Source: an optimization exercise on an open RTL-to-GDS flow (aim: small area). Production flows keep margins and buffers that such runs may drop.
Where RTL was checked, it was by simulation tests only, not by an equivalence proof against the original.
Only the layout flow was run in runs 1 and 4 to 6; the RTL was not checked for function there.

==> flow/design.v <==
module SubRipple #(parameter W = 9)(
    input  wire [W-1:0] a,
    input  wire [W-1:0] b,
    output wire [W-1:0] d,
    output wire         ge
);
    wire [W:0] c;
    assign c[0] = 1'b1;
    genvar i;
    generate
        for (i = 0; i < W; i = i + 1) begin : g
            wire nb = ~b[i];
            assign d[i] = a[i] ^ nb ^ c[i];
            assign c[i+1] = (a[i] & nb) | (c[i] & (a[i] | nb));
        end
    endgenerate
    assign ge = c[W];
endmodule
module Decode_1xEP(
    input  wire [8:0]  m_range,
    input  wire [16:0] e,
    output wire        bin_out,
    output wire [15:0] v
);
    wire [8:0] d;
    wire ge;
    SubRipple #(9) sub (.a(e[15:7]), .b(m_range), .d(d), .ge(ge));
    assign bin_out = e[16] | ge;
    assign v = {bin_out ? d : e[15:7], e[6:0]};
endmodule
module AddRipple #(parameter W = 4)(
    input  wire [W-1:0] a,
    input  wire [W-1:0] b,
    input  wire         ci,
    output wire [W-1:0] s,
    output wire         co
);
    wire [W:0] c;
    assign c[0] = ci;
    genvar i;
    generate
        for (i = 0; i < W; i = i + 1) begin : g
            assign s[i] = a[i] ^ b[i] ^ c[i];
            assign c[i+1] = (a[i] & b[i]) | (c[i] & (a[i] | b[i]));
        end
    endgenerate
    assign co = c[W];
endmodule
module Decoder #(parameter BIN_WIDTH = 4)(
    input clk,
    input reset,
    input bypass,
    input [7:0] pState_in,
    input [1:0] n_bin,
    input [15:0] m_value_binRE_in,
    input [16:0] m_value_binEP0_in,
    input [16:0] m_value_binEP1_in,
    input [16:0] m_value_binEP2_in,
    input [16:0] m_value_binEP3_in,
    output wire [BIN_WIDTH - 1:0] bin,
    output wire [15:0] m_value_binRE_out,
    output wire [16:0] m_value_binEP0_out,
    output wire [16:0] m_value_binEP1_out,
    output wire [16:0] m_value_binEP2_out,
    output wire [16:0] m_value_binEP3_out,
    output wire [2:0] numBits,
    output wire mps_renorm,
    output wire lps
);
    reg [8:0] m_range;
    reg [15:0] m_value;
    wire b0, b1, b2, b3;
    wire [15:0] v0, v1, v2, v3;
    Decode_1xEP ep0 (.m_range(m_range), .e(m_value_binEP0_in), .bin_out(b0), .v(v0));
    Decode_1xEP ep1 (.m_range(m_range), .e(m_value_binEP1_in), .bin_out(b1), .v(v1));
    Decode_1xEP ep2 (.m_range(m_range), .e(m_value_binEP2_in), .bin_out(b2), .v(v2));
    Decode_1xEP ep3 (.m_range(m_range), .e(m_value_binEP3_in), .bin_out(b3), .v(v3));
    assign m_value_binEP0_out = {m_value, 1'b0};
    assign m_value_binEP1_out = {v0, 1'b0};
    assign m_value_binEP2_out = {v1, 1'b0};
    assign m_value_binEP3_out = {v2, 1'b0};
    reg [15:0] v_ep;
    reg [3:0] bin_ep;
    always @(*) begin
        case (n_bin)
            2'd0: begin v_ep = v0; bin_ep = {3'b000, b0}; end
            2'd1: begin v_ep = v1; bin_ep = {2'b00, b1, b0}; end
            2'd2: begin v_ep = v2; bin_ep = {1'b0, b2, b1, b0}; end
            default: begin v_ep = v3; bin_ep = {b3, b2, b1, b0}; end
        endcase
    end
    wire [4:0] q = pState_in[6:2] ^ {5{pState_in[7]}};
    wire [3:0] r = m_range[8:5];
    wire [4:0] pp0 = q & {5{r[0]}};
    wire [4:0] pp1 = q & {5{r[1]}};
    wire [4:0] pp2 = q & {5{r[2]}};
    wire [4:0] pp3 = q & {5{r[3]}};
    wire [4:0] s1; wire c1;
    AddRipple #(5) a1 (.a({1'b0, pp0[4:1]}), .b(pp1), .ci(1'b0), .s(s1), .co(c1));
    wire [4:0] s2; wire c2;
    AddRipple #(5) a2 (.a({c1, s1[4:1]}), .b(pp2), .ci(1'b0), .s(s2), .co(c2));
    wire [4:0] s3; wire c3;
    AddRipple #(5) a3 (.a({c2, s2[4:1]}), .b(pp3), .ci(1'b0), .s(s3), .co(c3));
    wire [8:0] prod = {c3, s3, s2[0], s1[0], pp0[0]};
    wire [5:0] lhi; wire lco;
    AddRipple #(6) a4 (.a(prod[8:3]), .b(6'd0), .ci(1'b1), .s(lhi), .co(lco));
    wire [7:0] lpsr = {lhi, prod[2:1]};
    wire [8:0] rl; wire rl_ge;
    SubRipple #(9) srl (.a(m_range), .b({1'b0, lpsr}), .d(rl), .ge(rl_ge));
    wire [8:0] vd; wire is_lps;
    SubRipple #(9) svd (.a(m_value[15:7]), .b(rl), .d(vd), .ge(is_lps));
    reg [2:0] nb;
    always @(*) begin
        casez (lpsr[7:3])
            5'b1????: nb = 3'd1;
            5'b01???: nb = 3'd2;
            5'b001??: nb = 3'd3;
            5'b0001?: nb = 3'd4;
            5'b00001: nb = 3'd5;
            default:  nb = 3'd6;
        endcase
    end
    assign lps = is_lps;
    assign mps_renorm = is_lps | rl[8];
    assign numBits = is_lps ? nb : 3'd1;
    wire [2:0] sh = {numBits[2:1], is_lps ? nb[0] : ~rl[8]};
    wire [15:0] x = {is_lps ? vd : m_value[15:7], m_value[6:0]};
    assign m_value_binRE_out = x << sh;
    wire [8:0] y = is_lps ? {1'b0, lpsr} : rl;
    wire [8:0] rng_re = y << sh;
    wire [3:0] bin_re = is_lps ? {3'b111, ~pState_in[7]} : {3'b000, pState_in[7]};
    assign bin = bypass ? bin_ep : bin_re;
    always @(posedge clk or posedge reset) begin
        if (reset) begin
            m_range <= 9'd510;
            m_value <= 16'd36049;
        end else begin
            m_value <= bypass ? v_ep : m_value_binRE_in;
            if (!bypass)
                m_range <= rng_re;
        end
    end
endmodule
==> flow/flow/run.sh <==
#!/bin/bash
# Standard ORFS layout, but the port buffers use the smallest buffer cell.
set -euo pipefail
export BUFFER_PORTS_ARGS="-buffer_cell sky130_fd_sc_hd__buf_1"
bash standard.sh > standard.log 2>&1
==> flow/standard.sh <==
#!/bin/bash
# synth_recipe.tcl (not shown) runs the flow's synth.tcl, then flattens the netlist and writes it again
# the make line also repeats each setting of config.mk as NAME=value (left out here)
make -C /OpenROAD-flow-scripts/flow DESIGN_CONFIG=/design/flow/config.mk WORK_HOME=/design/flow/orfs CLKGATE_MAP_FILE= SYNTH_SCRIPT=/design/flow/synth_recipe.tcl "${@:-finish}"
==> flow/config.mk <==
export PLATFORM = sky130hd
export DESIGN_NAME = Decoder
export DESIGN_NICKNAME = Decoder
export VERILOG_FILES = /design/flow/design.v
export SDC_FILE = /design/flow/constraint.sdc
export NUM_CORES = 4
export LEC_CHECK = 0
export ABC_AREA = 1
export CAP_MARGIN = 20
export CORE_MARGIN = 2
export CORE_UTILIZATION = 60
export SLEW_MARGIN = 20
==> flow/constraint.sdc <==
create_clock -name core_clock -period 10.0 [get_ports {clk}]
set_input_delay 2.0000 -clock core_clock [delete_from_list [all_inputs] [get_ports {clk}]]
set_output_delay 2.0000 -clock core_clock [all_outputs]
set_load 0.01 [all_outputs]
==> impl_metrics.py, run 1 <==
metrics = {
    "setup_path": {
        "crit_fanout": 5,
        "endpoint_kind": "output pin",
        "cp.arrival_ns": 8.93,
        "ff2ff_setup_slack_ns": 2.18,
        "r2r-start": "m_range[6]",
        "cpMostUsedCell": "fa_2",
        "max_stage_delay_ns": 0.56,
        "worstSetupPathType": "in2out",
        "critPathRequiredTime_ns": 8.00,
        "crit_start": "pState_in[7]",
        "r2r_cells": 40,
        "r2r_end": "m_range[6]",
        "crit_end": "m_value_binRE_out[14]",
        "start_kind": "input pin",
        "critPathSlowestCell": "fa_2",
    },
    "timing": {
        "rsz0062_at_grt": "yes",
        "tns_ns": -15.82,
        "min_period_ns": 10.93,
        "finalCritPeriodShare_pct": 109.3,
        "maxSlewViolCount": 0,
        "hold_ws_ns": 0.5645,
        "hold_viol_final": 0,
        "tightestPinTransition_ns": 1.093,
        "finalSetupViolCount": 25,
        "slew_headroom_pct": 27.03,
        "timing.fmax_mhz": 91.51,
        "finalClockSkew_ns": 0.001255,
        "fin_ws_ns": -0.9283,
    },
    "route": {
        "final_antenna_net_count": 0,
        "drt_wl_total_um": 19920,
        "viasPerCell": 6.098,
        "firstDrtPassIters": 6,
        "drcViolationCount": 0,
        "vias": 6171,
        "wl_per_cell_um": 19.68,
        "drt_iter0_drc": 589,
    },
    "place": {
        "gp_congestion": 0.8990,
        "numPortBuffers": 183,
        "dp_cells": 984,
        "hpwl_um": 12420,
    },
    "status": {
        "violations": "setup timing",
        "status": "complete, but fails checks",
    },
    "floorplanning": {
        "dieWidth_um": 94.29,
        "placementRows": 32,
        "dieArea_um2": 8890,
        "die_h_um": 94.29,
        "ios": 190,
        "start_util_pct": 62.64,
        "coreArea_um2": 7807,
    },
    "worst_hold_path": {
        "min_from": "m_range[6]",
        "hold_class": "reg2reg",
    },
    "logic_synthesis": {
        "ys_top_cells_by_count": "181 x nand2_1, 102 x inv_1, 51 x fa_1, 49 x nand3_1, 47 x o21ai_0",
        "yosys.area.top_type_share_pct": 20.87,
        "ys_types": 42,
        "seq_area_frac_synth_pct": 13.17,
        "synth_most_common_cell": "nand2_1",
        "yosysWarnings": 1,
        "synthCells": 697,
        "syn_area_um2": 4891,
        "ys_ff_latch": 25,
        "ys_async_sr_fraction_pct": 100.0,
        "synth_edf_count": 0,
        "syn_avg_cell_area_um2": 7.017,
        "synth_flop_cell": "dfstp_2",
        "synth_area_leaders": "fa_1 21%, nand2_1 14%, dfstp_2 8.1%",
        "yosysTopAreaCell": "fa_1",
    },
    "global_route": {
        "top_usage_layer": "met2",
        "antenna_found_initial": 0,
        "met1_usage_pct": 46.75,
        "met2_usage_pct": 67.92,
        "overflow": 0,
        "gr-usage-all-layers_pct": 39.07,
        "grt_max_degree": 32,
        "met3_usage_pct": 7.223,
        "grt_pass1_vias": 5759,
        "grt_pass1_wl_um": 27340,
    },
    "finish": {
        "syn_to_final_growth_pct": 41.01,
        "layout.cells.non_filler": 1012,
        "drive_gt1_share_pct": 27.69,
        "nets": 1080,
        "postLayoutCoreUtil_pct": 88.33,
        "antenna_cells": 0,
    },
    "clocking": {
        "htree_levels": 1,
        "clkSinkCount": 25,
        "clock_latency_ns": 0.27,
        "holdBufCountCts": 0,
        "path_clk_slew_ns": 0.08,
        "root_buffer": "clkbuf_8",
        "cts.path.max_buffers": 2,
        "tritoncts": "yes",
        "numCtsBuffers": 3,
    },
    "run": {
        "max-cap-violations": 0,
    },
}
worst max-delay path: cells and delay by family:
| kind | cells | cell delay (ns) |
|---|---|---|
| and+or+nand+nor | 11 | 1.18 |
| buffers and inverters | 10 | 0.97 |
| AOI/OAI and AO/OA | 3 | 0.29 |
| xor gates and xnor gates | 1 | 0.13 |
| adders and majority gates | 12 | 4.33 |
metal layers:
| metal | routed length, µm | part of all wire, % |
|---|---|---|
| met1 | 6885 | 35 |
| met3 | 2154 | 11 |
| met4 | 1358 | 6.8 |
| met5 | 0 | 0 |
| met2 | 9523 | 48 |
how the worst min path moves through the flow:
stage | slack [ns] | to | depth (start not counted)
6_report | 0.56 | m_range[6] | 2
5_1_grt | 0.58 | m_range[6] | 2
4_1_cts | 0.57 | m_range[6] | 2
3_5_place_dp | 0.55 | m_range[6] | 2
3_3_place_gp | 0.55 | m_range[6] | 2
2_1_floorplan | 0.52 | m_range[6] | 2
area by class of cell:
| type | instances | area (µm²) |
|---|---|---|
| inverter | 104 | 404.1 |
| multi-input combinational | 519 | 4193 |
| sequential | 25 | 644.4 |
| tap | 102 | 127.6 |
| timing repair buffer | 258 | 1483 |
| fill | 428 | 910.9 |
| clock buffer | 4 | 45.04 |
kinds of logic (layout without fill, tap and decap cells):
logic type	after synthesis	count (layout)	share of synthesized area [%]
AND/OR/NAND/NOR	300	303	26.68
buffers and inverters	159	366	15.45
AO/OA/AOI/OAI	124	124	15.35
adder cells (fa/ha/maj)	72	72	26.25
flip-flops	25	25	13.17
XOR/XNOR	13	13	2.328
multiplexers	3	3	0.6907
other	1	4	0.07667
sequential cells by signal, indices dropped and copies added (netlist names):
signal and count:
m_range 9, m_value 16
placed cells by master (no fill, tap or decap), types with 7 or more instances in the layout:
cell type,instances
a21oi_1,22
a221oi_1,7
buf_1,156
buf_2,14
buf_4,58
buf_6,23
dfrtp_1,10
dfstp_2,15
fa_1,40
fa_2,11
ha_1,12
ha_4,7
inv_1,90
inv_2,11
nand2_1,156
nand2_2,27
nand2_8,9
nand3_1,36
nand3_2,13
nor2_1,39
o211ai_1,17
o21ai_0,36
o21ai_1,8
o21ai_4,8
per-stage QoR:
stage	area (µm²)	setup WS, ns
3_5_place_dp	6063	-0.6549
5_1_grt	6897	-1.069
3_3_place_gp	6063	-0.5394
4_1_cts	6616	-0.4090
6_report	6897	-0.9283
2_1_floorplan	5213	-0.08767
what timing repair did:
action                                  4_1_cts  5_1_grt
cloned                                        4        1
resized for setup                           105       49
endpoints found under the setup margin       23       24
buffers inserted                             17        8
pin swaps                                    36       37
endpoints found under the hold margin         0        0
==> run 2, diff against run 1 <==
--- a/flow/design.v
+++ b/flow/design.v
@@ -22,11 +22,16 @@
     output wire        bin_out,
     output wire [15:0] v
 );
-    wire [8:0] d;
-    wire ge;
-    SubRipple #(9) sub (.a(e[15:7]), .b(m_range), .d(d), .ge(ge));
-    assign bin_out = e[16] | ge;
-    assign v = {bin_out ? d : e[15:7], e[6:0]};
+    wire [9:0] br;
+    assign br[0] = 1'b0;
+    genvar i;
+    generate
+        for (i = 0; i < 9; i = i + 1) begin : g
+            assign br[i+1] = (~e[7+i] & m_range[i]) | (~(e[7+i] ^ m_range[i]) & br[i]);
+        end
+    endgenerate
+    assign bin_out = e[16] | ~br[9];
+    assign v = {e[15:7] ^ ({9{bin_out}} & (m_range ^ br[8:0])), e[6:0]};
 endmodule
 module AddRipple #(parameter W = 4)(
     input  wire [W-1:0] a,
@@ -100,15 +105,20 @@
     wire [4:0] s2; wire c2;
     AddRipple #(5) a2 (.a({c1, s1[4:1]}), .b(pp2), .ci(1'b0), .s(s2), .co(c2));
     wire [4:0] s3; wire c3;
-    AddRipple #(5) a3 (.a({c2, s2[4:1]}), .b(pp3), .ci(1'b0), .s(s3), .co(c3));
-    wire [8:0] prod = {c3, s3, s2[0], s1[0], pp0[0]};
-    wire [5:0] lhi; wire lco;
-    AddRipple #(6) a4 (.a(prod[8:3]), .b(6'd0), .ci(1'b1), .s(lhi), .co(lco));
-    wire [7:0] lpsr = {lhi, prod[2:1]};
+    AddRipple #(5) a3 (.a({c2, s2[4:1]}), .b(pp3), .ci(1'b1), .s(s3), .co(c3));
+    wire [7:0] lpsr = {c3, s3, s2[0], s1[0]};
     wire [8:0] rl; wire rl_ge;
     SubRipple #(9) srl (.a(m_range), .b({1'b0, lpsr}), .d(rl), .ge(rl_ge));
-    wire [8:0] vd; wire is_lps;
-    SubRipple #(9) svd (.a(m_value[15:7]), .b(rl), .d(vd), .ge(is_lps));
+    wire [8:0] a_lo; wire a_ge;
+    SubRipple #(9) sva (.a(m_value[15:7]), .b(m_range), .d(a_lo), .ge(a_ge));
+    wire [7:0] t_lo; wire t_c8;
+    AddRipple #(8) at (.a(a_lo[7:0]), .b(lpsr), .ci(1'b0), .s(t_lo), .co(t_c8));
+    wire t8 = a_lo[8] ^ t_c8;
+    wire c9 = a_lo[8] & t_c8;
+    wire t9 = ~a_ge ^ c9;             
+    wire t10 = ~a_ge & ~c9;           
+    wire [8:0] vd = {t8, t_lo};
+    wire is_lps = ~t10 & (rl_ge | t9);
     reg [2:0] nb;
     always @(*) begin
         casez (lpsr[7:3])
--- a/flow/config.mk
+++ b/flow/config.mk
@@ -8,5 +8,5 @@
 export ABC_AREA = 1
 export CAP_MARGIN = 20
 export CORE_MARGIN = 2
-export CORE_UTILIZATION = 60
+export CORE_UTILIZATION = 50
 export SLEW_MARGIN = 20
==> run 2 against run 1 <==
Still fails the layout checks on setup timing. Routed wire length decreased by 18%. Flip-flop and latch count stayed put. Via count grew 1.1%. Sequential share of layout area down 0.81 points. Non-clock buffer count did not move. Synthesized cell count is 31% higher. Worst hold slack gained 0.021 ns. Critical endpoint is now m_value_binRE_out[7]. Largest cell class unchanged. Highest routed layer unchanged.
==> impl_metrics.py, run 2 <==
metrics = {
    "timing": {
        "rsz0062_at_grt": "yes",
        "fin_ws_ns": -0.4650,
        "min_period_ns": 10.46,
        "finalCritPeriodShare_pct": 104.6,
        "tightestPinTransition_ns": 0.9798,
        "timing.fmax_mhz": 95.56,
        "hold_ws_ns": 0.5851,
        "slew_headroom_pct": 34.44,
        "finalClockSkew_ns": 0.004232,
        "finalSetupViolCount": 17,
        "maxSlewViolCount": 0,
        "hold_viol_final": 0,
    },
    "route": {
        "vias": 6241,
        "drt_wl_total_um": 16380,
        "wl_per_cell_um": 12.93,
        "final_antenna_net_count": 0,
        "drcViolationCount": 0,
        "viasPerCell": 4.926,
        "firstDrtPassIters": 5,
        "drt_iter0_drc": 406,
    },
    "finish": {
        "final_cell_mix": "203 x nand2_1, 160 x buf_1, 120 x inv_1",
        "seq_area_um2": 644.4,
        "multi_input_area_um2": 4693,
        "regMostFlops": "m_value",
        "largest_reg_flops": 16,
        "postLayoutCoreUtil_pct": 66.16,
        "final_common_cell": "nand2_1",
        "fillers": 1057,
        "layout.cells.non_filler": 1267,
        "syn_to_final_growth_pct": 29.63,
        "antenna_cells": 0,
        "finalInstanceArea_um2": 7555,
        "nets": 1292,
        "largestRegisters": "m_value x16, m_range x9",
        "drive_gt1_share_pct": 25.27,
    },
    "global_route": {
        "overflow": 0,
        "grt_pass1_vias": 5695,
        "grt_pass1_wl_um": 26520,
        "grt_max_degree": 31,
        "antenna_found_initial": 0,
        "gr-usage-all-layers_pct": 25.25,
    },
    "clocking": {
        "holdBufCountCts": 0,
        "clock_latency_ns": 0.26,
        "tritoncts": "yes",
        "htree_levels": 1,
        "root_buffer": "clkbuf_16",
        "clkSinkCount": 25,
        "cts.path.max_buffers": 2,
        "path_clk_slew_ns": 0.06,
        "numCtsBuffers": 3,
    },
    "floorplanning": {
        "dieArea_um2": 12540,
        "placementRows": 39,
        "dieWidth_um": 112.0,
        "ios": 190,
        "die_h_um": 112.0,
        "coreArea_um2": 11420,
        "start_util_pct": 51.04,
    },
    "setup_path": {
        "cpMostUsedCell": "fa_2",
        "max_stage_delay_ns": 0.61,
        "critPathRequiredTime_ns": 8.00,
        "crit_fanout": 6,
        "cp.arrival_ns": 8.46,
        "path_delay_family": "adder cells",
        "crit_buf_inv": 11,
        "endpoint_kind": "output pin",
        "worstSetupPathType": "in2out",
        "worst-path-stages": 37,
        "start_kind": "input pin",
        "r2r_cells": 37,
        "critPathSlowestCell": "fa_2",
    },
    "run": {
        "max-cap-violations": 0,
    },
    "worst_hold_path": {
        "hold_class": "reg2reg",
        "hold_depth": 2,
    },
    "logic_synthesis": {
        "seq_area_frac_synth_pct": 11.06,
        "synth_area_leaders": "nand2_1 14%, ha_1 9.7%, fa_1 8.6%",
        "ys_top_cells_by_count": "221 x nand2_1, 128 x inv_1, 86 x nand3_1, 69 x nor2_1, 58 x o21ai_0",
        "ys_types": 39,
        "syn_area_um2": 5828,
        "synth_edf_count": 0,
        "yosys.area.top_type_share_pct": 14.23,
        "ys_async_sr_fraction_pct": 100.0,
        "synth_most_common_cell": "nand2_1",
        "syn_avg_cell_area_um2": 6.363,
        "yosysWarnings": 1,
        "yosysTopAreaCell": "nand2_1",
        "synthCells": 916,
        "ys_ff_latch": 25,
        "synth_flop_cell": "dfstp_2",
    },
    "place": {
        "dpl_cell_area_um2": 6832,
        "gp_congestion": 0.8707,
        "dp_cells": 1236,
        "place_ws_ns": -0.6862,
        "hpwl_um": 12800,
        "numPortBuffers": 183,
    },
    "status": {
        "status": "complete, but fails checks",
        "violations": "setup timing",
    },
}
[run 2: cell types whose count changed after synthesis, sizes merged, moves of 27 or more]
cell   delta
nand2    +79
nand3    +48
xor2     +32
and2     +29
inv      +27
[run 2: logic make-up after synthesis]
family,count (synthesis),synth area share [%]
AND/OR/NAND/NOR,487,39.18
buffers and inverters,195,15.33
AO/OA/AOI/OAI,91,8.953
adder cells (fa/ha/maj),70,18.25
XOR/XNOR,42,6.312
flip-flops,25,11.06
multiplexers,5,0.8588
other,1,0.06434
[run 2: per-layer routing]
layer  wire length (µm)  share of wire, %  track usage (%)  up-vias
met3                742               4.5            1.960       14
met2               7943                48            42.83      152
li1                   -                 -                -     3272
met4                195               1.2            4.309        0
met1               7497                46            35.91     2803
met5                  0                 0                0        -
[run 2: area by class of cell]
type                            count  area share, %
Multi-Input combinational cell    700          62.12
Clock inverter                      1        0.06625
Inverter                          136          6.890
Sequential cell                    25          8.529
Clock buffer                        3         0.9937
Timing Repair inverter              1        0.08281
Tap cell                          143          2.368
Timing Repair Buffer              258          18.95
[run 2: final timing paths]
kind / slack [ns] / from / to
max: -0.46 / pState_in[2] / m_value_binRE_out[7]
max in group asynchronous: 7.55 / reset / m_value[13]
min reg2reg: 0.59 / m_range[1] / m_range[1]
max reg2reg: 2.58 / m_range[5] / m_range[7]
min: 0.59 / m_range[1] / m_range[1]
min in group asynchronous: 1.89 / reset / m_value[1]
[run 2: worst register-to-register path: cells and delay by family, from the launching register on]
family          cells  cell delay, ns
fa+ha+maj          12            4.06
simple gates        9            1.13
buf+inv            12            0.97
flops               1            0.63
compound gates      4            0.55
[run 2: timing repair]
item	4_1_cts	5_1_grt
resized for setup	70	61
buffers inserted	18	6
endpoints found under the setup margin	18	24
pin swaps	33	34
cloned	2	1
[run 2: metrics by stage]
stage	TNS, ns
final	-6.294
after global routing	-11.62
after CTS	-7.671
after detailed placement	-10.40
after global placement	-9.665
after floorplan	-3.345
==> run 3, diff against run 2 <==
==> flow/flow/run.sh (replaced) <==
#!/bin/bash
# Standard ORFS layout with two changes:
#  1. after the standard synthesis, the combinational logic of its netlist is re-mapped by
#     ABC with an area-oriented script (flip-flops are kept exactly as synthesized);
#  2. the port buffers use the smallest buffer cell.
set -euo pipefail
HERE=$(pwd)
R=$HERE/orfs/results/sky130hd/Decoder/base
LIB=$FLOW_HOME/platforms/sky130hd/lib/sky130_fd_sc_hd__tt_025C_1v80.lib
DU=""
for c in probe_p_8 probec_p_8 lpflow_bleeder_1 lpflow_clkbufkapwr_1 lpflow_clkbufkapwr_16 \
  lpflow_clkbufkapwr_2 lpflow_clkbufkapwr_4 lpflow_clkbufkapwr_8 lpflow_clkinvkapwr_1 \
  lpflow_clkinvkapwr_16 lpflow_clkinvkapwr_2 lpflow_clkinvkapwr_4 lpflow_clkinvkapwr_8 \
  lpflow_inputiso0n_1 lpflow_inputiso0p_1 lpflow_inputiso1n_1 lpflow_inputiso1p_1 \
  lpflow_isobufsrc_1 lpflow_isobufsrc_16 lpflow_isobufsrc_2 lpflow_isobufsrc_4 \
  lpflow_isobufsrc_8 lpflow_isobufsrckapwr_16; do
  DU="$DU -dont_use sky130_fd_sc_hd__$c"
done

bash standard.sh synth > synth.log 2>&1
cp $R/1_2_yosys.v $HERE/std_synth.v

yosys -l $HERE/resyn.log -p "
read_liberty -ignore_miss_func -overwrite -setattr liberty_cell $LIB
blackbox sky130_fd_sc_hd__df*
read_verilog -overwrite $HERE/std_synth.v
hierarchy -top Decoder
flatten
opt_clean
abc -liberty $LIB $DU -script $HERE/flow/resyn.abc
opt_clean -purge
read_liberty -lib -overwrite $LIB
hilomap -singleton -hicell sky130_fd_sc_hd__conb_1 HI -locell sky130_fd_sc_hd__conb_1 LO
insbuf -buf sky130_fd_sc_hd__buf_1 A X
splitnets
opt_clean -purge
check -assert -mapped
stat -liberty $LIB
write_verilog -noattr -nohex -nodec $HERE/resyn.v
" > /dev/null

cp $HERE/resyn.v $R/1_2_yosys.v
rm -f $R/1_synth.odb $R/1_synth.sdc

export BUFFER_PORTS_ARGS="-buffer_cell sky130_fd_sc_hd__buf_1"
bash standard.sh > standard.log 2>&1
==> flow/flow/resyn.abc (new file) <==
strash
dc2
dch -f
amap -F 10 -A 50 -C 5000
topo
==> run 3 against run 2 <==
Now clean on timing, DRC and antenna. Fmax rose by 8.4%. Via count rose by 3.7%. Synthesized cell count fell by 14%. Count of clock-buffer cells in the layout rose by 1. Cell count fell by 13%. Non-clock buffer count fell by 20. Flip-flop and latch count did not move. Utilization rose by 0.60 points. Setup slack improved by 0.81 ns. Critical path type unchanged. Critical endpoint is now m_value_binRE_out[13]. Highest routed layer unchanged.
==> impl_metrics.py, run 3 <==
metrics = {
    "route": {
        "vias": 6472,
        "wl_per_cell_um": 14.73,
        "drt_wl_total_um": 16210,
        "wl_met3_um": 1186,
        "drcViolationCount": 0,
        "topRoutingLayerUsed": "met4",
        "m1WireLength_um": 7041,
        "drt_iter0_drc": 416,
        "final_antenna_net_count": 0,
        "firstDrtPassIters": 5,
        "routed-wl-met2_um": 7660,
        "viasPerCell": 5.884,
    },
    "setup_path": {
        "endpoint_kind": "output pin",
        "r2r_cells": 42,
        "cp.arrival_ns": 7.65,
        "crit_start": "pState_in[7]",
        "r2r-start": "m_range[6]",
        "ff2ff_setup_slack_ns": 3.29,
        "critPathSlowestCell": "or3_1",
        "crit_fanout": 14,
        "start_kind": "input pin",
        "max_stage_delay_ns": 0.36,
        "worstSetupPathType": "in2out",
        "crit_end": "m_value_binRE_out[13]",
        "r2r_end": "m_range[7]",
        "critPathRequiredTime_ns": 8.00,
    },
    "floorplanning": {
        "dieArea_um2": 9523,
        "start_util_pct": 50.96,
        "ios": 190,
        "die_h_um": 97.59,
        "dieWidth_um": 97.59,
        "placementRows": 34,
        "coreArea_um2": 8593,
    },
    "clocking": {
        "numCtsBuffers": 3,
        "cts.path.max_buffers": 2,
        "root_buffer": "clkbuf_8",
        "tritoncts": "yes",
        "clkSinkCount": 25,
        "clock_latency_ns": 0.27,
        "path_clk_slew_ns": 0.09,
        "holdBufCountCts": 0,
        "htree_levels": 1,
    },
    "logic_synthesis": {
        "syn_avg_cell_area_um2": 5.557,
        "yosysWarnings": 1,
        "synthCells": 788,
        "syn_area_um2": 4379,
    },
    "timing": {
        "finalCritPeriodShare_pct": 96.52,
        "timing.fmax_mhz": 103.6,
        "finalSetupViolCount": 0,
        "fin_ws_ns": 0.3477,
        "maxSlewViolCount": 0,
        "hold_viol_final": 0,
        "min_period_ns": 9.652,
        "tns_ns": 0,
        "slew_headroom_pct": 25.57,
        "tightestPinTransition_ns": 1.116,
        "finalClockSkew_ns": 0.001669,
    },
    "global_route": {
        "grt_max_degree": 38,
        "grt_pass1_wl_um": 25510,
        "overflow": 0,
        "antenna_found_initial": 0,
        "grt_pass1_vias": 5530,
        "gr-usage-all-layers_pct": 31.57,
    },
    "finish": {
        "drive_gt1_share_pct": 13.00,
        "largestRegisters": "m_value x16, m_range x9",
        "largest_reg_flops": 16,
        "nets": 1090,
        "final_cell_mix": "182 x buf_1, 147 x nor2_1, 99 x o21ai_0",
        "regMostFlops": "m_value",
        "fillers": 836,
        "final_common_cell": "buf_1",
        "syn_to_final_growth_pct": 31.00,
        "antenna_cells": 0,
        "postLayoutCoreUtil_pct": 66.76,
    },
    "place": {
        "numPortBuffers": 183,
        "hpwl_um": 12690,
        "place_ws_ns": -0.2179,
        "gp_congestion": 0.9448,
    },
    "run": {
        "max-cap-violations": 0,
    },
    "status": {
        "status": "no timing/DRC/antenna violations",
    },
    "worst_hold_path": {
        "hold_class": "reg2reg",
    },
}
## run 3: metal layers
metal,up-vias,global-route usage (%)
met5,-,0
met1,2929,44.09
met2,286,53.42
met4,0,6.624
li1,3232,-
met3,25,2.518
## run 3: repair_timing
action                                  4_1_cts  5_1_grt
endpoints found under the setup margin       15       24
gates resized for setup                      11       61
pin swaps                                     1       14
buffers inserted                              0       11
## run 3: layout make-up
class | count | area (µm²) | share of cell area, %
tap | 108 | 135.1 | 2.356
inverter | 88 | 340.3 | 5.932
multi-input combinational | 637 | 3471 | 60.50
timing repair buffer | 238 | 1101 | 19.19
clock buffer | 4 | 45.04 | 0.7852
sequential | 25 | 644.4 | 11.23
## run 3: through the flow
step,instance area (µm²),cells,hold slack (ns)
after detailed placement,5430,1085,0.7095
after floorplan,4432,791,0.5976
final,5737,1100,0.7267
after global routing,5737,1100,0.7905
after global placement,5430,1085,0.6892
after CTS,5508,1089,0.7231
## run 3: critical path, delay by kind of cell
| family | cells | cell delay, ns |
|---|---|---|
| AO/OA/AOI/OAI | 15 | 2.22 |
| XOR/XNOR | 1 | 0.10 |
| buffers and inverters | 9 | 1.13 |
| AND/OR/NAND/NOR | 15 | 2.19 |
## run 3: how the worst min path moves through the flow
stage / from / to / slack (ns) / cells after the start
after floorplan: m_range[1] / m_range[1] / 0.60 / 2
after global placement: m_range[1] / m_range[1] / 0.69 / 2
after detailed placement: m_range[1] / m_range[1] / 0.71 / 2
after CTS: m_range[1] / m_range[1] / 0.72 / 2
after global routing: m_range[1] / m_range[1] / 0.79 / 2
final: m_range[1] / m_range[1] / 0.73 / 2
==> run 4, diff against run 3 <==
--- a/flow/design.v
+++ b/flow/design.v
@@ -133,11 +133,13 @@
     assign lps = is_lps;
     assign mps_renorm = is_lps | rl[8];
     assign numBits = is_lps ? nb : 3'd1;
-    wire [2:0] sh = {numBits[2:1], is_lps ? nb[0] : ~rl[8]};
-    wire [15:0] x = {is_lps ? vd : m_value[15:7], m_value[6:0]};
-    assign m_value_binRE_out = x << sh;
-    wire [8:0] y = is_lps ? {1'b0, lpsr} : rl;
-    wire [8:0] rng_re = y << sh;
+    wire [15:0] re_lps = {vd, m_value[6:0]} << nb;
+    wire [15:0] re_mps = rl[8] ? m_value : {m_value[14:0], 1'b0};
+    assign m_value_binRE_out = is_lps ? re_lps : re_mps;
+    wire [7:0] lps_sh = lpsr << nb;
+    wire [8:0] rng_lps = {1'b1, lps_sh};   
+    wire [8:0] rng_mps = rl[8] ? rl : {rl[7:0], 1'b0};
+    wire [8:0] rng_re = is_lps ? rng_lps : rng_mps;
     wire [3:0] bin_re = is_lps ? {3'b111, ~pState_in[7]} : {3'b000, pState_in[7]};
     assign bin = bypass ? bin_ep : bin_re;
     always @(posedge clk or posedge reset) begin
==> run 4 against run 3 <==
Flip-flop and latch count is the same. Non-clock buffer count decreased by 22. Largest cell class unchanged. Highest routed layer unchanged.
==> impl_metrics.py, run 4 <==
metrics = {
    "finish": {
        "regMostFlops": "m_value",
        "largest_reg_flops": 16,
        "drive_gt1_share_pct": 9.490,
        "final_common_cell": "buf_1",
        "largestRegisters": "m_value x16, m_range x9",
        "antenna_cells": 0,
        "layout.cells.non_filler": 1088,
        "postLayoutCoreUtil_pct": 64.52,
        "nets": 1078,
        "syn_to_final_growth_pct": 24.78,
        "final_cell_mix": "181 x buf_1, 169 x nor2_1, 93 x o21ai_0",
    },
    "global_route": {
        "gr-usage-all-layers_pct": 32.88,
        "grt_pass1_wl_um": 26830,
        "overflow": 0,
        "antenna_found_initial": 0,
        "grt_pass1_vias": 5698,
        "grt_max_degree": 44,
    },
    "timing": {
        "finalClockSkew_ns": 0.001525,
        "slew_headroom_pct": 25.02,
        "hold_viol_final": 0,
        "hold_ws_ns": 0.6872,
        "min_period_ns": 9.604,
        "finalCritPeriodShare_pct": 96.04,
        "tns_ns": 0,
        "tightestPinTransition_ns": 1.121,
        "finalSetupViolCount": 0,
        "maxSlewViolCount": 0,
        "timing.fmax_mhz": 104.1,
    },
    "place": {
        "gp_congestion": 0.9849,
        "numPortBuffers": 183,
        "hpwl_um": 13670,
        "dp_cells": 1081,
    },
    "route": {
        "drt_wl_total_um": 17480,
        "firstDrtPassIters": 8,
        "viasPerCell": 6.077,
        "vias": 6612,
        "drt_iter0_drc": 486,
        "drcViolationCount": 0,
        "final_antenna_net_count": 0,
        "wl_per_cell_um": 16.07,
    },
    "run": {
        "max-cap-violations": 0,
    },
    "setup_path": {
        "endpoint_kind": "output pin",
        "critPathRequiredTime_ns": 8.00,
        "crit_fanout": 7,
        "cpMostUsedCell": "nor2_1",
        "critPathSlowestCell": "or3_4",
        "cp.arrival_ns": 7.60,
        "worstSetupPathType": "in2out",
        "max_stage_delay_ns": 0.36,
        "start_kind": "input pin",
    },
    "floorplanning": {
        "placementRows": 34,
        "dieWidth_um": 98.97,
        "coreArea_um2": 8721,
        "ios": 190,
        "dieArea_um2": 9794,
        "start_util_pct": 51.71,
        "die_h_um": 98.97,
    },
    "clocking": {
        "root_buffer": "clkbuf_8",
        "htree_levels": 1,
        "numCtsBuffers": 3,
        "clkSinkCount": 25,
        "tritoncts": "yes",
        "path_clk_slew_ns": 0.08,
        "holdBufCountCts": 0,
        "cts.path.max_buffers": 2,
        "clock_latency_ns": 0.27,
    },
    "logic_synthesis": {
        "yosysWarnings": 1,
        "syn_area_um2": 4509,
        "syn_avg_cell_area_um2": 5.651,
        "synthCells": 798,
    },
    "status": {
        "status": "no timing/DRC/antenna violations",
    },
    "worst_hold_path": {
        "hold_class": "reg2reg",
    },
}
-- run 4: cell types whose count changed in the layout (fill, tap and decap cells not counted), moves of 6 or more --
cell	previous run	this run
nand2_1	79	67
o21ai_2	12	2
o22ai_1	55	39
o221ai_1	3	12
a222oi_1	0	12
o21ai_0	99	93
buf_4	55	33
a21oi_1	72	86
nor2_2	11	5
nor2_1	147	169
-- run 4: path summary, 6_finish.rpt --
path / slack, ns / end / from / depth (start not counted)
max in group asynchronous: 7.84 / m_value[14] / reset / 2
worst max-delay path: 0.40 / m_value_binRE_out[1] / pState_in[7] / 44
min in group asynchronous: 1.77 / m_value[5] / reset / 2
worst max register to register: 3.21 / m_range[6] / m_range[6] / 43
worst min-delay path: 0.69 / m_range[1] / m_range[1] / 2
worst min register to register: 0.69 / m_range[1] / m_range[1] / 2
-- run 4: worst max-delay path: cells and delay by family --
kind                      cells  cell delay (ns)
and+or+nand+nor              24             2.91
AOI/OAI and AO/OA            11             1.49
buffers and inverters         8             1.02
xor gates and xnor gates      1             0.17
-- run 4: final cells by class --
class                      instances  area, µm²
timing repair buffer             216      937.1
clock buffer                       3      41.29
fill                             904       3094
clock inverter                     1      5.005
tap                              108      135.1
inverter                          92      349.1
multi-input combinational        643       3515
sequential                        25      644.4
-- run 4: repair_timing --
action | in CTS | in global routing
setup endpoints to repair | 17 | 25
pin swaps | 0 | 5
buffers inserted | 0 | 3
resized for setup | 6 | 47
-- run 4: metrics by stage --
stage          setup slack (ns)  area, µm²
2_1_floorplan           0.03295       4526
5_1_grt                -0.08221       5627
3_3_place_gp            -0.1775       5420
4_1_cts                 0.08091       5482
6_report                 0.3957       5627
3_5_place_dp            -0.4269       5420
-- run 4: routing by layer --
metal	routed length, µm	track usage, %	vias to the layer above
met1	7332	46.79	2986
met4	368	9.800	0
li1	-	-	3240
met2	8114	54.00	353
met5	0	0	-
met3	1663	1.560	33
==> run 5, diff against run 4 <==
--- a/flow/flow/run.sh
+++ b/flow/flow/run.sh
@@ -43,4 +43,6 @@
 rm -f $R/1_synth.odb $R/1_synth.sdc
 
 export BUFFER_PORTS_ARGS="-buffer_cell sky130_fd_sc_hd__buf_1"
+# remove the pass-through buffers of synthesis at floorplan instead of repairing timing there
+export REMOVE_ABC_BUFFERS=1
 bash standard.sh > standard.log 2>&1
--- a/flow/config.mk
+++ b/flow/config.mk
@@ -9,4 +9,5 @@
 export CAP_MARGIN = 20
 export CORE_MARGIN = 2
 export CORE_UTILIZATION = 50
+export GPL_TIMING_DRIVEN = 0
 export SLEW_MARGIN = 20
==> run 5 against run 4 <==
Clock skew up 0.0035 ns. Critical path depth fell by 1. Via count is 0.14% lower. Sequential share of layout area down 0.22 points. Flip-flop and latch count is the same. Critical endpoint is now m_value_binRE_out[15]. Critical path type unchanged. Synthesized area unchanged. Non-clock buffer count down 14. Fmax shrank 1.8%. Setup slack got worse by 0.18 ns. Still clean. Cell count down 1.2%.
==> impl_metrics.py, run 5 <==
metrics = {
    "floorplanning": {
        "dieWidth_um": 98.97,
        "placementRows": 34,
        "dieArea_um2": 9794,
        "ios": 190,
        "die_h_um": 98.97,
        "coreArea_um2": 8721,
        "start_util_pct": 51.71,
    },
    "route": {
        "vias": 6603,
        "wl_per_cell_um": 15.99,
        "drcViolationCount": 0,
        "drt_wl_total_um": 17190,
        "firstDrtPassIters": 5,
        "drt_iter0_drc": 479,
        "final_antenna_net_count": 0,
        "viasPerCell": 6.142,
    },
    "finish": {
        "largestRegisters": "m_value x16, m_range x9",
        "regMostFlops": "m_value",
        "layout.cells.non_filler": 1075,
        "fillers": 848,
        "final_cell_mix": "178 x buf_1, 157 x nor2_1, 89 x o21ai_0",
        "syn_to_final_growth_pct": 27.19,
        "antenna_cells": 0,
        "seq_area_um2": 644.4,
        "final_common_cell": "buf_1",
        "multi_input_area_um2": 3666,
        "drive_gt1_share_pct": 11.79,
        "largest_reg_flops": 16,
        "nets": 1065,
    },
    "timing": {
        "timing.fmax_mhz": 102.2,
        "maxSlewViolCount": 0,
        "min_period_ns": 9.781,
        "slew_headroom_pct": 35.12,
        "finalClockSkew_ns": 0.005019,
        "tns_ns": 0,
        "tightestPinTransition_ns": 0.9696,
        "finalCritPeriodShare_pct": 97.81,
        "finalSetupViolCount": 0,
        "hold_viol_final": 0,
    },
    "global_route": {
        "grt_pass1_vias": 5769,
        "overflow": 0,
        "grt_pass1_wl_um": 26820,
        "gr-usage-all-layers_pct": 32.49,
        "grt_max_degree": 44,
        "antenna_found_initial": 0,
    },
    "clocking": {
        "cts.path.max_buffers": 2,
        "holdBufCountCts": 0,
        "numCtsBuffers": 3,
        "clock_latency_ns": 0.27,
        "root_buffer": "clkbuf_8",
        "htree_levels": 1,
        "clkSinkCount": 25,
        "tritoncts": "yes",
        "path_clk_slew_ns": 0.09,
    },
    "worst_hold_path": {
        "min_from": "m_range[1]",
        "hold_class": "reg2reg",
        "hold_depth": 2,
        "min_to": "m_range[1]",
    },
    "setup_path": {
        "start_kind": "input pin",
        "path_delay_family": "simple AND/OR/NAND/NOR gates",
        "max_stage_delay_ns": 0.38,
        "crit_buf_inv": 9,
        "r2r-start": "m_range[6]",
        "r2r_end": "m_range[4]",
        "worstSetupPathType": "in2out",
        "endpoint_kind": "output pin",
        "crit_fanout": 12,
        "cp.arrival_ns": 7.78,
        "critPathRequiredTime_ns": 8.00,
        "critPathSlowestCell": "or3_1",
        "ff2ff_setup_slack_ns": 2.86,
        "r2r_cells": 42,
    },
    "logic_synthesis": {
        "syn_area_um2": 4509,
        "synthCells": 798,
        "yosysWarnings": 1,
        "syn_avg_cell_area_um2": 5.651,
    },
    "place": {
        "numPortBuffers": 183,
        "hpwl_um": 13030,
        "gp_congestion": 0.9398,
        "dp_cells": 1055,
    },
    "run": {
        "max-cap-violations": 0,
    },
    "status": {
        "status": "no timing/DRC/antenna violations",
    },
}
run 5: repair_timing:
action / 4_1_cts / 5_1_grt
gates cloned: 0 / 1
endpoints found under the hold margin: 0 / 0
endpoints found under the setup margin: 31 / 25
gates resized for setup: 43 / 62
pin swaps: 6 / 16
buffers inserted: 7 / 8
run 5: cell type report:
| class | instances | area share, % |
|---|---|---|
| multi-input combinational | 643 | 63.92 |
| timing repair buffer | 202 | 15.05 |
| sequential | 25 | 11.23 |
| inverter | 92 | 6.501 |
| tap | 108 | 2.356 |
| clock buffer | 3 | 0.7199 |
| clock inverter | 1 | 0.1309 |
| timing repair inverter | 1 | 0.08726 |
run 5: through the flow:
step           setup WS [ns]  util, %  cell area, µm²  hold WS (ns)
3_3_place_gp          -2.459    59.50            5189        0.6549
2_1_floorplan        -0.2066        -            4367        0.5807
6_report              0.2192    65.77            5736        0.6717
3_5_place_dp          -2.371    60.26            5255        0.6598
4_1_cts             0.007155    63.03            5497        0.6741
5_1_grt              -0.1588    65.77            5736        0.7283
run 5: per-layer routing:
metal / global-route usage, % / share of wire [%] / vias up
li1: - / - / 3230
met1: 46.73 / 43 / 2963
met2: 52.23 / 46 / 373
met3: 2.553 / 9.4 / 37
met4: 9.168 / 2.3 / 0
met5: 0 / 0 / -
run 5: how the worst max path moves through the flow:
stage                       from                    end  cells past startpoint
finish              pState_in[7]  m_value_binRE_out[15]                     43
global route        pState_in[7]   m_value_binRE_out[2]                     43
CTS                 pState_in[7]   m_value_binRE_out[5]                     44
detailed placement  pState_in[7]  m_value_binRE_out[15]                     43
global placement    pState_in[7]   m_value_binRE_out[3]                     32
floorplan           pState_in[7]   m_value_binRE_out[3]                     30
run 5: worst min-delay path: stages (launching register included):
cell and delay, ns:
dfstp_2 0.39, clkinv_1 0.18, a21oi_1 0.10
==> run 6, diff against run 5 <==
--- a/flow/flow/run.sh
+++ b/flow/flow/run.sh
@@ -1,7 +1,8 @@
 #!/bin/bash
 # Standard ORFS layout with two changes:
 #  1. after the standard synthesis, the combinational logic of its netlist is re-mapped by
-#     ABC with an area-oriented script (flip-flops are kept exactly as synthesized);
+#     ABC with area-oriented scripts, a few rounds, keeping the smallest result (the
+#     flip-flops are kept exactly as the standard synthesis made them);
 #  2. the port buffers use the smallest buffer cell.
 set -euo pipefail
 HERE=$(pwd)
@@ -20,16 +21,45 @@
 bash standard.sh synth > synth.log 2>&1
 cp $R/1_2_yosys.v $HERE/std_synth.v
 
-yosys -l $HERE/resyn.log -p "
+# one round: re-map the combinational logic of $1 with ABC script $3 into $2
+remap() {
+  yosys -l $2.log -p "
 read_liberty -ignore_miss_func -overwrite -setattr liberty_cell $LIB
 blackbox sky130_fd_sc_hd__df*
-read_verilog -overwrite $HERE/std_synth.v
+read_verilog -overwrite $1
 hierarchy -top Decoder
 flatten
 opt_clean
-abc -liberty $LIB $DU -script $HERE/flow/resyn.abc
+abc -liberty $LIB $DU -script $3
 opt_clean -purge
 read_liberty -lib -overwrite $LIB
+tee -o $2.stat stat -liberty $LIB
+write_verilog -noattr -nohex -nodec $2
+" > /dev/null
+  awk '/Chip area/{print $NF}' $2.stat
+}
+
+mkdir -p remap
+best=$HERE/std_synth.v
+best_area=1e9
+cur=$HERE/std_synth.v
+for round in 1 2 3 4 5; do
+  round_best=""; round_area=1e9
+  for s in s5 s9 s10; do
+    out=$HERE/remap/r${round}_$s.v
+    a=$(remap $cur $out $HERE/flow/$s.abc)
+    echo "round $round $s area $a" >> remap/summary.txt
+    if awk "BEGIN{exit !($a < $round_area)}"; then round_area=$a; round_best=$out; fi
+  done
+  cur=$round_best
+  if awk "BEGIN{exit !($round_area < $best_area)}"; then best_area=$round_area; best=$round_best; fi
+done
+echo "best $best $best_area" >> remap/summary.txt
+
+yosys -l $HERE/finalize.log -p "
+read_liberty -lib -overwrite $LIB
+read_verilog $best
+hierarchy -top Decoder
 hilomap -singleton -hicell sky130_fd_sc_hd__conb_1 HI -locell sky130_fd_sc_hd__conb_1 LO
 insbuf -buf sky130_fd_sc_hd__buf_1 A X
 splitnets
@@ -43,6 +73,4 @@
 rm -f $R/1_synth.odb $R/1_synth.sdc
 
 export BUFFER_PORTS_ARGS="-buffer_cell sky130_fd_sc_hd__buf_1"
-# remove the pass-through buffers of synthesis at floorplan instead of repairing timing there
-export REMOVE_ABC_BUFFERS=1
 bash standard.sh > standard.log 2>&1
==> flow/flow/s10.abc (new file) <==
strash
dc2
dch -f
amap -F 10 -A 50 -C 5000
topo
==> flow/flow/s5.abc (new file) <==
strash
balance
 rewrite
 refactor
 balance
 rewrite
 rewrite -z
 balance
 refactor -z
 rewrite -z
 balance
dch -f
amap
topo
==> flow/flow/s9.abc (new file) <==
strash
balance
 rewrite
 refactor
 balance
 rewrite
 rewrite -z
 balance
 refactor -z
 rewrite -z
 balance
balance
 rewrite
 refactor
 balance
 rewrite
 rewrite -z
 balance
 refactor -z
 rewrite -z
 balance
balance
 rewrite
 refactor
 balance
 rewrite
 rewrite -z
 balance
 refactor -z
 rewrite -z
 balance
dch -f
amap
topo
--- a/flow/config.mk
+++ b/flow/config.mk
@@ -9,5 +9,4 @@
 export CAP_MARGIN = 20
 export CORE_MARGIN = 2
 export CORE_UTILIZATION = 50
-export GPL_TIMING_DRIVEN = 0
 export SLEW_MARGIN = 20
removed: flow/flow/resyn.abc
==> run 6 against run 5 <==
Count of clock-buffer cells in the layout unchanged. Flip-flop and latch count unchanged. Die area down 1.5%.
==> impl_metrics.py, run 6 <==
metrics = {
    "finish": {
        "layout.cells.non_filler": 1106,
        "finalInstanceArea_um2": 5522,
        "final_cell_mix": "237 x nor2_1, 182 x buf_1, 93 x a21oi_1",
        "regMostFlops": "m_value",
        "fillers": 868,
        "postLayoutCoreUtil_pct": 63.62,
        "nets": 1096,
        "largestRegisters": "m_value x16, m_range x9",
        "drive_gt1_share_pct": 7.615,
        "antenna_cells": 0,
        "final_common_cell": "nor2_1",
        "largest_reg_flops": 16,
        "syn_to_final_growth_pct": 24.42,
    },
    "setup_path": {
        "critPathRequiredTime_ns": 8.00,
        "worstSetupPathType": "in2out",
        "cp.arrival_ns": 7.55,
        "cpMostUsedCell": "nor2_1",
        "max_stage_delay_ns": 0.36,
        "crit_fanout": 15,
        "critPathSlowestCell": "o21ai_1",
        "start_kind": "input pin",
        "endpoint_kind": "output pin",
    },
    "clocking": {
        "clkSinkCount": 25,
        "numCtsBuffers": 3,
        "tritoncts": "yes",
        "path_clk_slew_ns": 0.09,
        "clock_latency_ns": 0.28,
        "root_buffer": "clkbuf_8",
        "cts.path.max_buffers": 2,
        "htree_levels": 1,
    },
    "place": {
        "dp_cells": 1099,
        "numPortBuffers": 183,
        "dpl_cell_area_um2": 5388,
        "place_ws_ns": 0.1438,
        "gp_congestion": 0.9639,
        "hpwl_um": 13450,
    },
    "logic_synthesis": {
        "syn_avg_cell_area_um2": 5.479,
        "synthCells": 810,
        "yosysWarnings": 1,
        "syn_area_um2": 4438,
    },
    "global_route": {
        "antenna_found_initial": 0,
        "grt_pass1_vias": 5686,
        "grt_pass1_wl_um": 26470,
        "overflow": 0,
        "gr-usage-all-layers_pct": 32.40,
        "grt_max_degree": 33,
    },
    "floorplanning": {
        "start_util_pct": 51.14,
        "ios": 190,
        "die_h_um": 98.21,
        "placementRows": 34,
        "coreArea_um2": 8678,
        "dieArea_um2": 9645,
        "dieWidth_um": 98.21,
    },
    "timing": {
        "finalCritPeriodShare_pct": 95.48,
        "timing.fmax_mhz": 104.7,
        "finalSetupViolCount": 0,
        "tightestPinTransition_ns": 1.091,
        "hold_viol_final": 0,
        "tns_ns": 0,
        "maxSlewViolCount": 0,
        "slew_headroom_pct": 26.98,
        "finalClockSkew_ns": 0.006755,
        "min_period_ns": 9.548,
        "hold_ws_ns": 0.6632,
        "fin_ws_ns": 0.4519,
    },
    "route": {
        "drcViolationCount": 0,
        "drt_wl_total_um": 16980,
        "wl_per_cell_um": 15.35,
        "vias": 6651,
        "firstDrtPassIters": 5,
        "final_antenna_net_count": 0,
        "viasPerCell": 6.014,
        "drt_iter0_drc": 537,
    },
    "worst_hold_path": {
        "hold_class": "reg2reg",
    },
    "status": {
        "status": "no timing/DRC/antenna violations",
    },
    "run": {
        "max-cap-violations": 0,
    },
}
-- run 6: layout make-up --
cell class	instances	area, µm²	area share, %
Sequential cell	25	644.4	11.67
Timing Repair Buffer	222	984.7	17.83
Clock inverter	1	7.507	0.1360
Multi-Input combinational cell	684	3468	62.81
Inverter	63	240.2	4.351
Clock buffer	3	41.29	0.7478
Tap cell	108	135.1	2.447
-- run 6: layer usage --
metal / vias up / wire length, µm / share of wire, % / GRT usage, %
li1: 3277 / - / - / -
met1: 2972 / 7356 / 43 / 46.97
met2: 368 / 7733 / 46 / 52.42
met3: 34 / 1571 / 9.3 / 2.649
met4: 0 / 317 / 1.9 / 7.903
met5: - / 0 / 0 / 0
-- run 6: worst max-delay path, delay by kind of cell --
kind                      cells  cell delay, ns
AOI/OAI and AO/OA            13            2.13
buffers and inverters         6            1.17
and+or+nand+nor              16            1.96
xor gates and xnor gates      1            0.25
-- run 6: path summary, 6_finish.rpt --
kind	startpoint	endpoint	slack, ns	cells after the start
hold reg to reg	m_range[2]	m_range[2]	0.66	2
max in group asynchronous	reset	m_value[14]	7.83	2
min in group asynchronous	reset	m_range[0]	1.75	2
setup / recovery	pState_in[7]	bin[3]	0.45	36
setup reg to reg	m_range[5]	m_range[2]	3.70	35
hold / removal	m_range[2]	m_range[2]	0.66	2
-- run 6: repair_timing --
item	CTS	global route
hold buffers	0	0
resized for setup	0	25
buffers inserted	0	3
endpoints found under the setup margin	0	25
==> run 7, diff against run 6 <==
--- a/flow/design.v
+++ b/flow/design.v
@@ -84,16 +84,13 @@
     assign m_value_binEP1_out = {v0, 1'b0};
     assign m_value_binEP2_out = {v1, 1'b0};
     assign m_value_binEP3_out = {v2, 1'b0};
-    reg [15:0] v_ep;
-    reg [3:0] bin_ep;
-    always @(*) begin
-        case (n_bin)
-            2'd0: begin v_ep = v0; bin_ep = {3'b000, b0}; end
-            2'd1: begin v_ep = v1; bin_ep = {2'b00, b1, b0}; end
-            2'd2: begin v_ep = v2; bin_ep = {1'b0, b2, b1, b0}; end
-            default: begin v_ep = v3; bin_ep = {b3, b2, b1, b0}; end
-        endcase
-    end
+    wire sel0 = bypass & ~n_bin[1] & ~n_bin[0];
+    wire sel1 = bypass & ~n_bin[1] &  n_bin[0];
+    wire sel2 = bypass &  n_bin[1] & ~n_bin[0];
+    wire sel3 = bypass &  n_bin[1] &  n_bin[0];
+    wire [15:0] v_next = ({16{sel0}} & v0) | ({16{sel1}} & v1) | ({16{sel2}} & v2) |
+                         ({16{sel3}} & v3) | ({16{~bypass}} & m_value_binRE_in);
+    wire [3:0] bin_ep = {sel3 & b3, (sel2 | sel3) & b2, ~sel0 & b1, b0};
     wire [4:0] q = pState_in[6:2] ^ {5{pState_in[7]}};
     wire [3:0] r = m_range[8:5];
     wire [4:0] pp0 = q & {5{r[0]}};
@@ -147,7 +144,7 @@
             m_range <= 9'd510;
             m_value <= 16'd36049;
         end else begin
-            m_value <= bypass ? v_ep : m_value_binRE_in;
+            m_value <= v_next;
             if (!bypass)
                 m_range <= rng_re;
         end
--- a/flow/flow/run.sh
+++ b/flow/flow/run.sh
@@ -73,4 +73,5 @@
 rm -f $R/1_synth.odb $R/1_synth.sdc
 
 export BUFFER_PORTS_ARGS="-buffer_cell sky130_fd_sc_hd__buf_1"
+export GPL_KEEP_OVERFLOW=0
 bash standard.sh > standard.log 2>&1
==> run 7 against run 6 <==
Still clean. Flip-flop and latch count unchanged. Die area down 1.8%. Non-clock buffer count down 26. Clock skew down 0.0041 ns. Synthesized area down 1.9%. Sequential share of layout area up 0.15 points. Critical path depth up 2. Largest cell class unchanged.
==> impl_metrics.py, run 7 <==
metrics = {
    "route": {
        "viasPerCell": 6.181,
        "drt_iter0_drc": 621,
        "drcViolationCount": 0,
        "firstDrtPassIters": 7,
        "wl_per_cell_um": 16.02,
        "drt_wl_total_um": 16970,
        "final_antenna_net_count": 0,
        "vias": 6546,
    },
    "clocking": {
        "path_clk_slew_ns": 0.08,
        "htree_levels": 1,
        "cts.path.max_buffers": 2,
        "clock_latency_ns": 0.26,
        "numCtsBuffers": 3,
        "root_buffer": "clkbuf_8",
        "clkSinkCount": 25,
        "tritoncts": "yes",
    },
    "place": {
        "dp_cells": 1042,
        "dpl_cell_area_um2": 5095,
        "numPortBuffers": 183,
        "hpwl_um": 12930,
        "gp_congestion": 0.9327,
    },
    "timing": {
        "min_period_ns": 9.592,
        "hold_viol_final": 0,
        "maxSlewViolCount": 0,
        "finalCritPeriodShare_pct": 95.92,
        "finalClockSkew_ns": 0.002659,
        "hold_ws_ns": 0.7153,
        "tns_ns": 0,
        "rsz0062_at_grt": "yes",
        "timing.fmax_mhz": 104.3,
        "tightestPinTransition_ns": 0.9501,
        "slew_headroom_pct": 36.43,
        "finalSetupViolCount": 0,
    },
    "floorplanning": {
        "dieWidth_um": 97.33,
        "start_util_pct": 50.68,
        "die_h_um": 97.33,
        "ios": 190,
        "coreArea_um2": 8593,
        "dieArea_um2": 9473,
        "placementRows": 34,
    },
    "finish": {
        "nets": 1049,
        "finalInstanceArea_um2": 5453,
        "largest_reg_flops": 16,
        "syn_to_final_growth_pct": 25.19,
        "layout.cells.non_filler": 1059,
        "antenna_cells": 0,
        "drive_gt1_share_pct": 8.307,
        "final_cell_mix": "182 x buf_1, 174 x nor2_1, 104 x nand2_1",
        "largestRegisters": "m_value x16, m_range x9",
        "fillers": 879,
        "final_common_cell": "buf_1",
        "regMostFlops": "m_value",
    },
    "worst_hold_path": {
        "hold_class": "reg2reg",
        "hold_depth": 2,
    },
    "setup_path": {
        "worst-path-stages": 38,
        "crit_fanout": 14,
        "critPathSlowestCell": "a21oi_4",
        "worstSetupPathType": "in2out",
        "start_kind": "input pin",
        "max_stage_delay_ns": 0.28,
        "critPathRequiredTime_ns": 8.00,
        "cpMostUsedCell": "nand2_1",
        "cp.arrival_ns": 7.59,
        "endpoint_kind": "output pin",
        "r2r_cells": 33,
        "crit_buf_inv": 7,
        "path_delay_family": "compound AO/OA/AOI/OAI gates",
    },
    "logic_synthesis": {
        "syn_area_um2": 4355,
        "syn_avg_cell_area_um2": 5.541,
        "yosysWarnings": 1,
        "synthCells": 786,
    },
    "run": {
        "max-cap-violations": 0,
    },
    "global_route": {
        "grt_max_degree": 26,
        "grt_pass1_wl_um": 26460,
        "gr-usage-all-layers_pct": 33.04,
        "antenna_found_initial": 0,
        "overflow": 0,
        "grt_pass1_vias": 5567,
    },
    "status": {
        "status": "no timing/DRC/antenna violations",
    },
}
-- run 7: tightest hold or removal path: stages (launching register included) --
cell and delay (ns):
dfstp_2 0.37, clkinv_1 0.22, a21oi_1 0.12
-- run 7: per-layer routing --
metal	vias up	wire [µm]	track usage, %
li1	3177	-	-
met1	2947	7220	48.00
met2	389	7799	54.70
met3	33	1645	2.302
met4	0	303	5.876
met5	-	0	0
-- run 7: area by class of cell --
cell class,instances,area [µm²],area share [%]
Multi-Input combinational cell,671,3603,66.09
Timing Repair Buffer,196,799.5,14.66
Sequential cell,25,644.4,11.82
Inverter,54,219.0,4.016
Tap cell,108,135.1,2.478
Clock buffer,3,41.29,0.7572
Clock inverter,1,5.005,0.09179
Timing Repair inverter,1,5.005,0.09179
-- run 7: repair_timing --
item,in CTS,in global routing
pin swaps,2,4
endpoints found under the setup margin,26,25
hold endpoints to repair,0,0
resized for setup,23,36
setup buffers,5,5
hold buffers,0,0
cloned,1,2
-- run 7: metrics by stage --
step / setup WS [ns] / utilization [%]
after floorplan: 0.01629 / -
after global placement: -2.200 / 58.61
after detailed placement: -2.242 / 59.29
after CTS: 0.006190 / 61.09
after global routing: -0.04687 / 63.45
final: 0.4076 / 63.45
-- run 7: worst paths after layout --
kind	slack [ns]	end	from
max	0.41	m_value_binRE_out[13]	pState_in[7]
min in group asynchronous	1.76	m_value[2]	reset
max reg2reg	3.48	m_range[4]	m_range[5]
max in group asynchronous	7.85	m_value[13]	reset
min reg2reg	0.72	m_range[2]	m_range[2]
min	0.72	m_range[2]	m_range[2]

## separate check: timing with driven ports
How much do the figures lean on ideal ports? The routed layouts below were timed once more, with nothing changed but the port constraints. Step 1 assumes that a clkbuf_16 drives the clock port and a buf_2 every other input. Step 2 times the ports against the registers' clock, not the clock port: input delays grow and output delays shrink by t, the midpoint of the rising clock arrivals with the driver on. Slacks: ideal / step 1 / step 2; pairs: ideal / step 1.
run	t, ns	setup WS [ns]	slew at the worst register clock pin (ns)	worst slew at a driven data input, ns
run 1	0.291	-0.928 / -0.981 / -0.981	0.08 / 0.08	0.07
run 2	0.287	-0.465 / -0.510 / -0.510	0.06 / 0.06	0.06
run 3	0.296	0.348 / 0.326 / 0.326	0.09 / 0.09	0.05
run 4	0.291	0.396 / 0.375 / 0.375	0.08 / 0.08	0.04
run 5	0.291	0.219 / 0.182 / 0.182	0.09 / 0.09	0.04
run 6	0.302	0.452 / 0.423 / 0.423	0.09 / 0.09	0.05
run 7	0.291	0.408 / 0.385 / 0.385	0.08 / 0.08	0.04
The setup slack of run 1, which loses most, moves by -0.053 ns with the drivers and by -0.053 ns with both steps.
